From an optimization exercise on the open Yosys and OpenROAD flow, aimed at small area, a short achievable clock period and few clock cycles per item; shortcuts taken in it are not production practice.
In this exercise RTL edits were held to simulation tests only and were not proved equivalent to the original.

## fir_top
module fir_top (
    input  wire       clk,
    input  wire       resetN,
    input  wire       sampleClk,
    input  wire [7:0] sample,
    output wire [7:0] sum,
    output reg        dav
);
   reg [7:0] h1, h2, h3, h4, h5, h6, h7, h8;
   reg [8:0] s34, s25, s16;
   reg [9:0] m3;
   reg [18:0] t1a;
   reg [17:0] t1b;
   reg [3:0] ic;
   wire busy = ~ic[3] | ~ic[2];
   wire en = sampleClk | busy;
   wire [7:0] xin = busy ? 8'd0 : sample;
   wire s_1, c_2;
   ha us_1 (h2[0], h3[0], s_1, c_2);
   wire s_3, c_4;
   ha us_3 (h2[1], h3[1], s_3, c_4);
   wire s_5, c_6;
   ha us_5 (h2[2], h3[2], s_5, c_6);
   wire s_7, c_8;
   ha us_7 (h2[3], h3[3], s_7, c_8);
   wire s_9, c_10;
   ha us_9 (h2[4], h3[4], s_9, c_10);
   wire s_11, c_12;
   ha us_11 (h2[5], h3[5], s_11, c_12);
   wire s_13, c_14;
   ha us_13 (h2[6], h3[6], s_13, c_14);
   wire s_15, c_16;
   ha us_15 (h2[7], h3[7], s_15, c_16);
   wire s_17, c_18;
   ha us_17 (h2[7], h3[7], s_17, c_18);
   wire G_19 = c_4 | (s_3 & c_2);
   wire G_21 = c_6 | (s_5 & c_4);
   wire P_22 = s_5 & s_3;
   wire G_23 = c_8 | (s_7 & c_6);
   wire P_24 = s_7 & s_5;
   wire G_25 = c_10 | (s_9 & c_8);
   wire P_26 = s_9 & s_7;
   wire G_27 = c_12 | (s_11 & c_10);
   wire P_28 = s_11 & s_9;
   wire G_29 = c_14 | (s_13 & c_12);
   wire P_30 = s_13 & s_11;
   wire G_31 = c_16 | (s_15 & c_14);
   wire P_32 = s_15 & s_13;
   wire G_33 = c_18 | (s_17 & c_16);
   wire P_34 = s_17 & s_15;
   wire G_35 = G_21 | (P_22 & c_2);
  ...
Size in the first run: about 160 flip-flops, ~20 I/O pins.
Settings: LEC_CHECK=0, CAP_MARGIN=20, CORE_MARGIN=2, CORE_UTILIZATION=65, CTS_BUF_LIST=sky130_fd_sc_hd__clkbuf_8, CTS_CLUSTER_SIZE=30, SETUP_SLACK_MARGIN=5, SLEW_MARGIN=20, SYNTH_HIERARCHICAL=1; clock period 10.0 ns.
standard.sh (not shown) runs the stock make flow with config.mk's settings and CLKGATE_MAP_FILE= SYNTH_SCRIPT=/design/flow/synth_recipe.tcl, a recipe that flattens the netlist after the stock synthesis.
==> flow/flow/run.sh <==
#!/bin/bash
# The standard layout (the standard.sh: ORFS from synthesis to the final
# layout), with timing repair aiming at a larger setup margin than the flow
# settings allow. make's output goes to flow_make.log; each ORFS step writes
# its own log under orfs/logs, copied here at the end.
set -euo pipefail
bash standard.sh SETUP_SLACK_MARGIN=6.5 finish > flow_make.log 2>&1
cp orfs/logs/*/fir_top/base/*.log . 2>/dev/null || true
Testbench counts at the start, summed over its fixed seeds: cycles 12,008, items 12,000.
Change:
==> flow/flow/run.sh (replaced) <==
#!/bin/bash
# The standard layout (the standard.sh: ORFS from synthesis to the final
# layout), with timing repair aiming at a larger setup margin than the flow
# settings allow and the port buffers made of sky130_fd_sc_hd__buf_4. make's
# output goes to flow_make.log; each ORFS step writes its own log under
# orfs/logs, copied here at the end.
set -euo pipefail
bash standard.sh SETUP_SLACK_MARGIN=6.0 "BUFFER_PORTS_ARGS=-buffer_cell sky130_fd_sc_hd__buf_4" finish > flow_make.log 2>&1
cp orfs/logs/*/fir_top/base/*.log . 2>/dev/null || true
The changed run finished clean.
Setup slack loses 0.044 ns.
Core utilization goes down by 6.3 points.
Sequential share of layout area grows by 3.3 points.
Final cell count goes down by 6.5%.
Register-to-register slack is worse by 0.25 ns.
Design area is lower by 8.0%.
Wire length goes down by 15%.
Hold slack stays flat.

* * *

fir_top, a different RTL version from the one above (not shown whole).
For scale: ~700 cells after synthesis, about 150 flip-flops, roughly 20 I/O pins, about 9900 µm² of cells after synthesis.
==> flow/config.mk <==
export PLATFORM = sky130hd
export DESIGN_NAME = fir_top
export DESIGN_NICKNAME = fir_top
export VERILOG_FILES = /design/flow/design.v
export SDC_FILE = /design/flow/constraint.sdc
export NUM_CORES = 4
export LEC_CHECK = 0
export CAP_MARGIN = 20
export CORE_MARGIN = 2
export CORE_UTILIZATION = 65
export CTS_BUF_LIST = sky130_fd_sc_hd__clkbuf_8
export CTS_CLUSTER_SIZE = 30
export SETUP_SLACK_MARGIN = 5
export SLEW_MARGIN = 20
export SYNTH_HIERARCHICAL = 1
==> flow/constraint.sdc <==
create_clock -name core_clock -period 10.0 [get_ports {clk}]
set_input_delay 2.0000 -clock core_clock [delete_from_list [all_inputs] [get_ports {clk}]]
set_output_delay 2.0000 -clock core_clock [all_outputs]
set_load 0.01 [all_outputs]
==> flow/flow/run.sh <==
#!/bin/bash
# The standard layout (the standard.sh: ORFS from synthesis to the final
# layout) with timing repair aiming at a larger setup margin than the flow
# settings allow. ORFS writes each tool's log under orfs/logs; make's own
# output goes to flow_make.log here.
set -euo pipefail
bash standard.sh SETUP_SLACK_MARGIN=5.6 finish > flow_make.log 2>&1
Testbench counts at the start, summed over its fixed seeds: cycles 12,008, items 12,000.
==> next run, changes <==
==> flow/flow/run.sh (replaced) <==
#!/bin/bash
# The standard layout (the standard.sh: ORFS from synthesis to the final
# layout), with timing repair aiming at a larger setup margin than the flow
# settings allow. make's output goes to flow_make.log; each ORFS step writes
# its own log under orfs/logs, copied here at the end.
set -euo pipefail
bash standard.sh SETUP_SLACK_MARGIN=6.0 finish > flow_make.log 2>&1
cp orfs/logs/*/fir_top/base/*.log . 2>/dev/null || true
Design area is higher by a few percent.
Wire length goes down slightly.
Setup slack is better by 0.091 ns.
Area after synthesis is unchanged.
Die area stays the same.
Clock skew goes down by 0.0072 ns.
Global-route usage hardly moves.
==> next run, changes <==
==> flow/flow/run.sh (replaced) <==
#!/bin/bash
# The standard layout (the standard.sh: ORFS from synthesis to the final
# layout) with timing repair aiming at a larger setup margin than the flow
# settings allow. ORFS writes each tool's log under orfs/logs; make's own
# output goes to flow_make.log here.
set -euo pipefail
bash standard.sh SETUP_SLACK_MARGIN=6.0 finish > flow_make.log 2>&1
Outcome: Design area stays the same; via count stays the same; utilization is unchanged; die area is unchanged; setup slack stays the same.
==> next run, changes <==
==> flow/flow/run.sh (replaced) <==
#!/bin/bash
# The standard layout (the standard.sh: ORFS from synthesis to the final
# layout), with timing repair aiming at a larger setup margin than the flow
# settings allow. make's output goes to flow_make.log; each ORFS step writes
# its own log under orfs/logs, copied here at the end.
set -euo pipefail
bash standard.sh SETUP_SLACK_MARGIN=6.2 finish > flow_make.log 2>&1
cp orfs/logs/*/fir_top/base/*.log . 2>/dev/null || true
Final area rose by 0.33%.
Global-route usage rose by 0.64 points.
Routed wire length rose by 5.6%.
Setup slack gains 0.082 ns.

-- separate check: timing with driven ports --
In the flow no input, the clock included, has a driving cell. The finished layouts below were timed again as built, in two steps.
Step 1 sets driving cells, clkbuf_16 on the clock port and buf_2 on the other inputs (assumed; they add their load-dependent delay and slew).
Step 2 adds t to the input delays and takes it off the output delays; t is the mean of the earliest and latest rising clock arrival at the registers after step 1. Input paths then give back, and output paths get back, about the clock's delay inside the block.
a / b / c = ideal / step 1 / step 2; a / b = the first two.
run	t, ns	setup slack, ns	clock arrival spread, ns	cell pins on the clock port's net
the first run of note 1	0.496	6.105 / 6.068 / 6.020	0.018 / 0.018	1
the second run of note 1	0.500	6.061 / 6.019 / 5.693	0.017 / 0.017	1
the first run of note 2	0.490	5.749 / 5.749 / 5.347	0.024 / 0.024	1
the second run of note 2	0.485	5.840 / 5.840 / 5.596	0.018 / 0.018	1
the third run of note 2	0.485	5.840 / 5.840 / 5.596	0.018 / 0.018	1
the fourth run of note 2	0.480	5.922 / 5.922 / 5.770	0.026 / 0.025	1
After both steps setup and hold are still met in every run listed. The setup slack of the first run of note 2, which loses most, moves by 0.000 ns with the drivers and by -0.402 ns with both steps.
